This is an optimization exercise on Yosys and OpenROAD, whose aim is small area, a short achievable clock period and few clock cycles, not a production implementation.
RTL that was checked went through simulation tests only; none was proved equivalent to the original.
The RTL of run 2 was laid out without a check of its function.
The clock port is modelled as an ideal driver, which makes a skipped or thinned clock tree look cheaper than it is; a real chip needs a root buffer or a tree.
Power and IR drop assume default switching activity.

==> flow/design.v (outline; a module is shown in full before it is edited, if it fits) <==
// module conv2d_3x3_lb: 1230 lines
// module fa3: 10 lines
// module ha2: 9 lines
// module xo2: 7 lines
module conv2d_3x3_lb #(
    parameter MAX_W = 16
)(
    input         clk,
    input         reset,
    input         start,
    input  [7:0]  base_a,
    input  [7:0]  base_b,
    input  [7:0]  base_c,
    input  [4:0]  tile_w,    
    input  [4:0]  tile_h,    
    output reg    busy,
    output reg    done,
    output            a_en,
    output            a_we,          
    output reg  [7:0] a_addr,
    output      [31:0] a_di,         
    input       [31:0] a_dout,
    output            b_en,
    output            b_we,          
    output reg  [7:0] b_addr,
    output      [31:0] b_di,         
    input       [31:0] b_dout,
    output            c_en,
    output            c_we,
    output reg  [7:0] c_addr,
    output reg [31:0] c_di,
    input       [31:0] c_dout        
);
  // ...
==> flow/flow/run.sh <==
#!/bin/bash
# Standard ORFS layout (the standard.sh, unchanged synthesis), with
#  - timing repair aimed well below the clock period (SETUP_SLACK_MARGIN),
#  - plain buffers on the ports instead of delay buffers,
#  - one tie cell for the constant outputs,
#  - a two-level clock tree (see post_cts.tcl).
# Every tool's output is in standard.log and in orfs/logs/.
set -euo pipefail
here=$(pwd)
bash standard.sh \
  SETUP_SLACK_MARGIN=11 \
  BUFFER_PORTS_ARGS="-buffer_cell sky130_fd_sc_hd__buf_1" \
  SKIP_REPAIR_TIE_FANOUT=1 \
  CTS_ARGS="-sink_clustering_enable -repair_clock_nets -sink_clustering_size 30 -sink_clustering_max_diameter 150 -dont_use_dummy_load" \
  POST_CTS_TCL="$here/flow/post_cts.tcl" \
  finish > standard.log 2>&1
==> flow/flow/post_cts.tcl <==
set block [ord::get_db_block]
set clk_net [[$block findBTerm clk] getNet]
proc is_clkbuf {inst} {
  return [string match "sky130_fd_sc_hd__clkbuf_*" [[$inst getMaster] getName]]
}
set leaves {}
set uppers {}
foreach inst [$block getInsts] {
  if {![is_clkbuf $inst]} { continue }
  set out [[$inst findITerm X] getNet]
  set in [[$inst findITerm A] getNet]
  if {$out == "NULL" || $in == "NULL"} { continue }
  if {[$out getSigType] != "CLOCK"} { continue }
  set drives_buf 0
  foreach it [$out getITerms] {
    if {[$it isInputSignal] && [is_clkbuf [$it getInst]]} { set drives_buf 1 }
  }
  if {$drives_buf} { lappend uppers $inst } else { lappend leaves $inst }
}
set nl [llength $leaves]
puts "post_cts: [llength $uppers] upper buffers, $nl leaf buffers"
if {$nl >= 2 && [llength $uppers] >= 1 && $nl <= 16} {
  # leaf centres
  set pts {}
  foreach inst $leaves {
    set bb [$inst getBBox]
    lappend pts [list [expr {([$bb xMin] + [$bb xMax]) / 2}] [expr {([$bb yMin] + [$bb yMax]) / 2}]]
  }
  set k [expr {$nl < 4 ? $nl : 4}]
  # k-means, started from leaves spread through the list sorted by angle
  set cen {}
  set sx 0; set sy 0
  foreach p $pts { set sx [expr {$sx + [lindex $p 0]}]; set sy [expr {$sy + [lindex $p 1]}] }
  set mx [expr {$sx / $nl}]; set my [expr {$sy / $nl}]
  set order [lsort -real -indices [lmap p $pts {expr {atan2([lindex $p 1] - $my, [lindex $p 0] - $mx)}}]]
  for {set i 0} {$i < $k} {incr i} {
    lappend cen [lindex $pts [lindex $order [expr {$i * $nl / $k}]]]
  }
  for {set it 0} {$it < 50} {incr it} {
    set asg {}
    foreach p $pts {
      set best 0; set bd 1e30
      for {set i 0} {$i < $k} {incr i} {
        set c [lindex $cen $i]
        set d [expr {abs([lindex $p 0] - [lindex $c 0]) + abs([lindex $p 1] - [lindex $c 1])}]
        if {$d < $bd} { set bd $d; set best $i }
      }
      lappend asg $best
    }
    set new {}
    for {set i 0} {$i < $k} {incr i} {
      set n 0; set ax 0; set ay 0
      foreach p $pts a $asg { if {$a == $i} { incr n; set ax [expr {$ax + [lindex $p 0]}]; set ay [expr {$ay + [lindex $p 1]}] } }
      if {$n > 0} { lappend new [list [expr {$ax / $n}] [expr {$ay / $n}]] } else { lappend new [lindex $cen $i] }
    }
    set cen $new
  }
  set master [[ord::get_db] findMaster sky130_fd_sc_hd__clkbuf_16]
  foreach inst $uppers {
    set out [[$inst findITerm X] getNet]
    odb::dbInst_destroy $inst
    if {[llength [$out getITerms]] == 0} { odb::dbNet_destroy $out }
  }
  for {set i 0} {$i < $k} {incr i} {
    set members {}
    foreach inst $leaves a $asg { if {$a == $i} { lappend members $inst } }
    if {[llength $members] == 0} { continue }
    set b [odb::dbInst_create $block $master "clkbuf_grp_${i}_clk"]
    set c [lindex $cen $i]
    $b setLocation [expr {int([lindex $c 0])}] [expr {int([lindex $c 1])}]
    $b setPlacementStatus PLACED
    set n [odb::dbNet_create $block "clknet_grp_${i}_clk"]
    $n setSigType CLOCK
    [$b findITerm A] connect $clk_net
    [$b findITerm X] connect $n
    foreach inst $members {
      set a [$inst findITerm A]
      $a disconnect
      $a connect $n
    }
    puts "post_cts: group $i: [llength $members] leaf buffers"
  }
  detailed_placement
  estimate_parasitics -placement
  repair_timing_helper
  detailed_placement
  check_placement -verbose
  report_clock_latency
}
==> flow/standard.sh <==
#!/bin/bash
# synth_recipe.tcl (not shown) runs the flow's synth.tcl, then flattens the netlist and writes it again
# the make line also repeats each setting of config.mk as NAME=value (left out here)
make -C /OpenROAD-flow-scripts/flow DESIGN_CONFIG=/design/flow/config.mk WORK_HOME=/design/flow/orfs CLKGATE_MAP_FILE= SYNTH_SCRIPT=/design/flow/synth_recipe.tcl "${@:-finish}"
==> flow/config.mk <==
export PLATFORM = sky130hd
export DESIGN_NAME = conv2d_3x3_lb
export DESIGN_NICKNAME = conv2d_3x3_lb
export VERILOG_FILES = /design/flow/design.v
export SDC_FILE = /design/flow/constraint.sdc
export NUM_CORES = 4
export LEC_CHECK = 0
export CAP_MARGIN = 20
export CORE_MARGIN = 2
export CORE_UTILIZATION = 60
export PLACE_DENSITY = 0.75
export SLEW_MARGIN = 20
export SYNTH_HIERARCHICAL = 1
export SYNTH_MINIMUM_KEEP_SIZE = 0
==> flow/constraint.sdc <==
create_clock -name core_clock -period 15.0 [get_ports {clk}]
set_input_delay 3.0000 -clock core_clock [delete_from_list [all_inputs] [get_ports {clk}]]
set_output_delay 3.0000 -clock core_clock [all_outputs]
set_load 0.01 [all_outputs]
==> key figures, run 1 <==
Outcome
  • Status: no timing/DRC/antenna violations

Critical path
  • Worst EP arrival: between 4000 and 5000 ps
  • Buffers & Inverters on Critical Path: 0
  • Critical path type: register to register

Yosys
  • Yosys Warn Count: 7
  • Post-synthesis mux area share: 0.001068
  • Simple-gate share of the synthesized area: 0.05756
  • Synth Area in Compound Gates: 0.1372
  • Main combinational cell family by area after synthesis: adder cells
  • Mapped Area: roughly 19000 um^2
  • Sequential share of the synthesized area: 0.2473

Final layout
  • Core Util, Final: 0.6370
  • N_diodes: 4
  • Multi-input combinational area share: 0.6583
  • Final non-filler cell total: 2160

Pwr
  • Worst VDD drop: 0.1128 mV
  • Clk pwr share: 0.075
  • Seq pwr share: 0.230

Detailed routing
  • Via count: 13290

Place
  • HPWL after DPL: roughly 33 mm
  • PortBufs: ~160

Clocking
  • Clock slew at reported path FFs: 110 ps

Timing
  • Final worst slack: around 11000 ps
  • RSZ-0062 raised after global routing: yes
  • Slew headroom: 0.4244
Testbench counts, summed over its fixed seeds: cycles 205,773.
==> run 2: changes to the inputs <==
--- a/flow/design.v
+++ b/flow/design.v
@@ -1152,22 +1152,21 @@
   wire adG52 = ad_g[20] | (ad_p[20] & adG34);
   wire adG53 = ad_g[22] | (ad_p[22] & adG40);
   wire adG54 = ad_g[24] | (ad_p[24] & adG32);
   wire adG55 = ad_g[26] | (ad_p[26] & adG41);
   wire adG56 = ad_g[28] | (ad_p[28] & adG35);
   wire adG57 = ad_g[30] | (ad_p[30] & adG42);
   assign acc_next = ad_p ^ {adG57, adG42, adG56, adG35, adG55, adG41, adG54, adG32, adG53, adG40, adG52, adG34, adG51, adG39, adG50, adG29, adG49, adG38, adG48, adG33, adG47, adG37, adG46, adG25, adG45, adG36, adG44, adG17, adG43, adG1, ad_g[0], 1'b0};
     wire running = rd_en | l1 | l2 | l3 | wr_en;
-    wire go      = !running && start;
     wire win_end = (kj == 2'd2) && (ki == 2'd2);
     always @(posedge clk) begin
-        a_addr <= go ? base_a : a_addr + a_step;
-        b_addr <= (go || win_end) ? base_b : b_addr + 8'd1;
-        c_addr <= go ? base_c : c_addr + {7'd0, wr_en};
+        a_addr <= !running ? base_a : a_addr + a_step;
+        b_addr <= (!running || win_end) ? base_b : b_addr + 8'd1;
+        c_addr <= !running ? base_c : c_addr + {7'd0, wr_en};
     end
     always @(posedge clk) begin
         A_r   <= a_dout;
         bneg  <= enc_neg;
         bone  <= enc_one;
         btwo  <= enc_two;
         p_s   <= nxt_s;
         p_c   <= nxt_c;
@@ -1186,24 +1185,24 @@
             l1 <= 1'b0; l2 <= 1'b0; l3 <= 1'b0;
         end else begin
             done  <= 1'b0;
             l1    <= rd_en && win_end;
             l2    <= l1;
             l3    <= l2;
             wr_en <= l3;
             if (!running) begin
+                kj      <= 2'd0;
+                ki      <= 2'd0;
+                ox_left <= tile_w - 5'd3;
+                oy_left <= tile_h - 5'd3;
+                wr      <= tile_w;
                 if (start) begin
                     busy    <= 1'b1;
                     rd_en   <= 1'b1;
-                    kj      <= 2'd0;
-                    ki      <= 2'd0;
-                    ox_left <= tile_w - 5'd3;
-                    oy_left <= tile_h - 5'd3;
-                    wr      <= tile_w;
                 end
             end else begin
                 if (wr_en && !rd_en && !l3) begin
                     busy <= 1'b0;
                     done <= 1'b1;
                 end
                 if (rd_en) begin
                     if (kj != 2'd2) begin
--- a/flow/flow/run.sh
+++ b/flow/flow/run.sh
@@ -4,13 +4,13 @@
 #  - plain buffers on the ports instead of delay buffers,
 #  - one tie cell for the constant outputs,
 #  - a two-level clock tree (see post_cts.tcl).
 # Every tool's output is in standard.log and in orfs/logs/.
 set -euo pipefail
 here=$(pwd)
 bash standard.sh \
   SETUP_SLACK_MARGIN=11 \
-  BUFFER_PORTS_ARGS="-buffer_cell sky130_fd_sc_hd__buf_1" \
+  BUFFER_PORTS_ARGS="-buffer_cell sky130_fd_sc_hd__buf_2" \
   SKIP_REPAIR_TIE_FANOUT=1 \
   CTS_ARGS="-sink_clustering_enable -repair_clock_nets -sink_clustering_size 30 -sink_clustering_max_diameter 150 -dont_use_dummy_load" \
   POST_CTS_TCL="$here/flow/post_cts.tcl" \
   finish > standard.log 2>&1
==> key figures, run 2 <==
Final layout
  • Regs by FF count: A_r: 32 flops, c_di: 32 flops, p_s: 32 flops
  • Final nets: 2227
  • Most frequent cells in the layout: 295 x xnor2_1, 256 x a22oi_1, 242 x fa_1
  • Fraction of layout cells with a size suffix above 1: 0.1635
  • Core Util, Final: 0.6469 (+0.009913)
  • Final non-filler cell total: 2163 (+0.14%)
  • Design area: 19840 um^2
  • Commonest non-fill, non-tap cell in the layout: xnor2_1
  • Synthesis-to-finish area growth: 5.910%

Global route
  • Largest net degree at the start of global routing: 67
  • Gr usage total: 0.2838
  • Vias in the first global route: 13720
  • GRT overflow: 0
  • Initial antenna violation count: 5
  • First-pass GRT wire length: 73.77 mm

Die
  • Cell Rows: 64
  • Starting Density: 0.6108
  • Core area: ~31000 um^2
  • Die Y: about 180 um
  • DIE AREA: ~33000 um^2
  • Die width: 180.7 um
  • I/O pins: roughly 260

Yosys
  • Synth cell count leaders: 296 x xnor2_1, 256 x a22oi_1, 242 x fa_1, 203 x dfxtp_1, 117 x clkbuf_1
  • EDFF count, synth: 19
  • Mapped Area: 18730 um^2 (about the same)
  • Synth area leader: fa_1
  • Synth area leaders: fa_1 26%, dfxtp_1 22%, xnor2_1 14%, a22oi_1 10%, ha_1 5.7%
  • Top-count cell post-synth: xnor2_1
  • Post-Syn Instances: approximately 1800
  • Post-synth ARST share: 0
  • #FFs+latches synth: 222
  • Main synth FF type: dfxtp_1
  • Synth Area per Inst: about 11 um^2
  • Mapped Nets: ~2200
  • Sequential share of the synthesized area: 0.2474 (about the same)
  • Yosys Warn Count: 7 (unchanged)
  • Synth top area share: 0.2586
  • Synth cell types: 46

Critical path
  • Reg-to-Reg Start: btwo[3]
  • Worst setup path startpoint: btwo[3]
  • Startpoint type of the worst setup path: register
  • Worst setup path endpoint: p_c[22]
  • Critical path cell sequence: buf_4, a22oi_1, xnor2_1, fa_1, fa_1, fa_1, fa_1, fa_1, ha_1
  • Critical path type: register to register
  • CP Depth: 9
  • Buffers & Inverters on Critical Path: 1 (+1)
  • Worst EP arrival: 4160 ps (+40 ps)
  • Crit-path max cell delay: ~550 ps
  • Slowest CP cell: fa_1
  • CP most frequent cell: fa_1
  • Worst EP required: 15180 ps
  • Reg2reg path depth: 9
  • Worst setup EP type: register
  • Critical path's top delay family: adder cells
  • Reg2reg end: p_c[22]
  • Critical-path maximum fanout: 13
  • Reg-to-reg setup timing slack: around 11000 ps

Timing
  • Final worst-path cycle share: 0.2652
  • Final worst slack: 11020 ps (-67.10 ps)
  • Hold slack: 332.8 ps
  • Final Skew: between 50 and 60 ps
  • Max Freq: between 200 and 300 MHz
  • Setup_tns: 0 ps
  • Worst-Margin Slew: 1031 ps
  • Slew headroom: 0.3125 (-0.1119)
  • Endpoints failing hold: 0
  • Final setup fails: 0
  • Max Slew Vio Count: 0
  • Final min period: 3978 ps
  • RSZ-0062 raised after global routing: yes

Detailed routing
  • TritonRoute pass-1 iters: 6
  • DRT Wirelength: 46.27 mm
  • Via count: 13290 (+0.015%)
  • DRC errors left: 0
  • Via density: 6.144
  • Antenna-violating nets left: 0
  • WL/cell: about 21 um
  • DRT iter0 DRCs: 1226

Place
  • PortBufs: 162 (unchanged)
  • HPWL after DPL: 33.05 mm (+1.1%)
  • DP Area: 19260 um^2
  • Inst Count DP: 2135
  • Pre-CTS setup slack: between 10000 and 15000 ps
  • GP Congestion: 0.9277

Pwr
  • Leakage: between 7 and 8 nW
  • Worst VDD drop: 0.09894 mV (-12%)
  • Power per cell area: 210.2 nW/um^2
  • Tot Pwr: ~4.2 mW

Outcome
  • Status: no timing/DRC/antenna violations

Clocking
  • Clock slew at reported path FFs: 110 ps (about the same)
  • CTS Sinks: about 220
  • Clk latency of the worst-skew pair: ~330 ps

Hold path
  • Hold crit path type: register to register

Job
  • Max_cap viols: 0
run 2: worst min path at each step:
stage,from,endpoint,slack (ps),cells after the start
after floorplan,f1,f2,310,0
after global placement,f2,f3,310,0
after detailed placement,f2,f3,310,0
after global routing,f2,f3,350,0
final,f2,f3,330,0
run 2: final cells by class, without the clock buffers:
cell class,count,area [um^2]
repair buffers,208,1219
multi-input cells,1284,12950
well taps,396,495.5
fillers,2434,10830
inverters,36,135.1
flip-flops and latches,222,4727
plain buffers,4,100.1
diodes,5,12.51
run 2: cell families (layout without fill, tap and decap cells):
family | count (synthesis) | in the layout | share of synthesized area
flip-flops | 222 | 222 | 0.2474
AND/OR/NAND/NOR | 209 | 209 | 0.05710
buffers and inverters | 252 | 256 | 0.06412
XOR/XNOR | 368 | 368 | 0.1720
adder cells (fa/ha/maj) | 328 | 328 | 0.3160
AO/OA/AOI/OAI | 376 | 376 | 0.1420
other | 1 | 6 | 0.0002002
multiplexers | 2 | 2 | 0.001135
run 2: power breakdown:
group	switching [mW]	internal (mW)
Clock	0.172	0.144
Sequential	0.115	0.843
Combinational	1.54	1.35
Total	1.83	2.34
run 2: Yosys stat by module (local to each module, per instance):
module	cell area (um^2)	times used	flops+latches
xo2	8.758	31	0
ha2	12.51	31	0
fa3	20.02	225	0
conv2d_3x3_lb	13570	1	222
run 2: per-layer routing:
layer	track usage	wire, um
met5	0	26
met1	0.3707	18540
met3	0.06007	4319
met2	0.4674	21870
met4	0.1035	1504

-- afterwards: timing with drivers on the ports --
The flow's constraints put no driver on any port. The routed layouts listed below were extracted and timed again, unchanged, in two steps. Step 1: set_driving_cell puts a clkbuf_16 on clk and a buf_2 on each other input, an assumption about the parent block. Step 2 times the ports against the registers' clock, not the clock port: input delays grow and output delays shrink by t, the midpoint of the rising clock arrivals with the driver on. Slacks: no drivers / after step 1 / after step 2; pairs: no drivers / after step 1.
| run | t (ns) | setup WS [ns] | clock arrival spread, ns |
|---|---|---|---|
| run 1 | 0.411 | 11.089 / 11.075 / 10.783 | 0.046 / 0.045 |
| run 2 | 0.423 | 11.022 / 11.023 / 10.869 | 0.054 / 0.053 |
After both steps setup and hold are still met in every run listed. For run 1, which loses most, drivers alone change the setup slack by -0.014 ns; drivers and shift together by -0.306 ns.
